This is an optimization exercise on Yosys and OpenROAD, whose aim is small area, a short achievable clock period and few clock cycles per item, not a production implementation.

== the reference run ==
// mproc
module mproc (input wire clk, reset, input wire [15:0] ins, output wire [15:0] addr,
  output wire wb_en, output wire [2:0] wb_addr, output wire [15:0] wb_data, output wire cout);
  wire [7:0] sa, sb, wr;
  wire [2:0] d;
  wire [1:0] op;
  wire ex, clr;
  pc pc_0 (clk, reset, addr);
  ir ir_0 (clk, reset, ins, sa, sb, wr, d, op, ex, clr);
  reg_alu reg_alu_0 (clk, reset, ex, clr, sa, sb, wr, d, op, wb_en, wb_addr, wb_data, cout);
endmodule
Settings: LEC_CHECK=0, CAP_MARGIN=20, CORE_MARGIN=2, CORE_UTILIZATION=40, SLEW_MARGIN=20, SYNTH_HIERARCHICAL=1; clock period 11.0 ns.
standard.sh (not shown) runs the stock make flow with config.mk's settings and CLKGATE_MAP_FILE= SYNTH_SCRIPT=/design/flow/synth_recipe.tcl, a recipe that flattens the netlist after the stock synthesis.
==> flow/flow/run.sh <==
#!/bin/bash
# Layout flow: the standard synthesis unchanged, then the standard ORFS
# steps with these changes (settings in flow/params.sh):
#  - repair_timing is asked to leave a setup margin (SETUP_SLACK_MARGIN); the
#    design is still laid out and signed off at the design's clock period,
#    the margin only makes the resizer work harder;
#  - ports are buffered with plain buffers, and delay cells are not used as
#    buffers;
#  - clock tree buffers as set in CTS_ARGS;
#  - after global routing, optionally the worst paths are upsized
#    (flow/upsize.tcl), then cells are downsized where that keeps the setup
#    slack (flow/downsize.tcl).
# Each tool's output goes to its own log in this folder.
set -uo pipefail
source flow/params.sh
export FLOWDIR=$PWD/flow
bash standard.sh synth > synth.log 2>&1 || exit 1
export DONT_USE_CELLS="$EXTRA_DONT_USE"
VARS=(SETUP_SLACK_MARGIN=$MARGIN "BUFFER_PORTS_ARGS=$BUFFER_PORTS_ARGS" "${EXTRA[@]}")
if [[ -n "${DOWNSIZE_MARGIN:-}" ]]; then
  export DOWNSIZE_MARGIN DOWNSIZE_HOLD_MARGIN UPSIZE_TARGET=${UPSIZE_TARGET:-}
  VARS+=("POST_GLOBAL_ROUTE_TCL=$FLOWDIR/downsize_hook.tcl")
fi
bash standard.sh "${VARS[@]}" finish > layout.log 2>&1
==> flow/flow/params.sh <==
MARGIN=7.8
BUFFER_PORTS_ARGS="-buffer_cell sky130_fd_sc_hd__buf_2"
EXTRA_DONT_USE="sky130_fd_sc_hd__dlygate4sd1_1 sky130_fd_sc_hd__dlygate4sd2_1 sky130_fd_sc_hd__dlygate4sd3_1 sky130_fd_sc_hd__clkdlybuf4s15_1 sky130_fd_sc_hd__clkdlybuf4s15_2 sky130_fd_sc_hd__clkdlybuf4s18_1 sky130_fd_sc_hd__clkdlybuf4s18_2 sky130_fd_sc_hd__clkdlybuf4s25_1 sky130_fd_sc_hd__clkdlybuf4s25_2 sky130_fd_sc_hd__clkdlybuf4s50_1 sky130_fd_sc_hd__clkdlybuf4s50_2 sky130_fd_sc_hd__dlymetal6s2s_1 sky130_fd_sc_hd__dlymetal6s4s_1 sky130_fd_sc_hd__dlymetal6s6s_1"
EXTRA=("CTS_ARGS=-sink_clustering_enable -repair_clock_nets -buf_list sky130_fd_sc_hd__clkbuf_8 -root_buf sky130_fd_sc_hd__clkbuf_16")
DOWNSIZE_MARGIN=7.8
DOWNSIZE_HOLD_MARGIN=0.05
Other scripts of this flow, unchanged in this note and not shown: flow/flow/downsize.tcl, flow/flow/downsize_hook.tcl, flow/flow/upsize.tcl
#### Input delta (the trial run over the reference run)
--- a/flow/flow/params.sh
+++ b/flow/flow/params.sh
@@ -4,3 +4,4 @@
 EXTRA=("CTS_ARGS=-sink_clustering_enable -repair_clock_nets -buf_list sky130_fd_sc_hd__clkbuf_8 -root_buf sky130_fd_sc_hd__clkbuf_16")
-DOWNSIZE_MARGIN=7.8
+DOWNSIZE_MARGIN=8.0
 DOWNSIZE_HOLD_MARGIN=0.05
+UPSIZE_TARGET=8.0
[summary]
The trial run completed end to end with timing, DRC and antenna clean.
Looking at the reports, the reference run completed the entire flow and the layout it produced met the timing, design-rule and antenna checks.
Final-layout fill cell count: the trial run < the reference run
Fmax for the trial run: about 2.2% up relative to the reference run
Wire length: the reference run and the trial run compared, lower one is the trial run
The trial run vs the reference run on wire length on met1: the trial run is the lower one.
Fraction of area in clock buffers and inverters delta (the trial run -> the reference run): insignificant
As far as clock latency on the worst-skew pair is concerned, the reference run and the trial run perform about the same.
The maximum VDD drop of the trial run falls short of that of the reference run by about 0.6%.
As far as final cell count goes, the reference run and the trial run are indistinguishable; the numbers are identical.
Compared with the reference run, the trial run shows a higher clock power.
No functional check of the RTL was part of any run of this note.

[port drivers added, routing unchanged]
The flow's constraints put no driver on any port. The routed layouts listed below were extracted and timed again, unchanged, in two steps. Step 1 assumes that a clkbuf_16 drives the clock port and a buf_2 every other input. Step 2 also shifts input and output timing later by t, the mid clock arrival at the registers, as if the neighbouring blocks saw the same clock. Slacks: no drivers / after step 1 / after step 2; pairs: no drivers / after step 1.
| run | t (ns) | setup WS [ns] | hold slack, ns | clock arrival spread, ns | cell pins on the clock port's net |
|---|---|---|---|---|---|
| the reference run | 0.429 | 7.854 / 7.809 / 7.903 | 0.335 / 0.335 / 0.335 | 0.024 / 0.024 | 1 |
| the trial run | 0.426 | 7.921 / 7.877 / 7.950 | 0.334 / 0.334 / 0.334 | 0.026 / 0.025 | 1 |
After both steps every run listed still meets setup and hold.
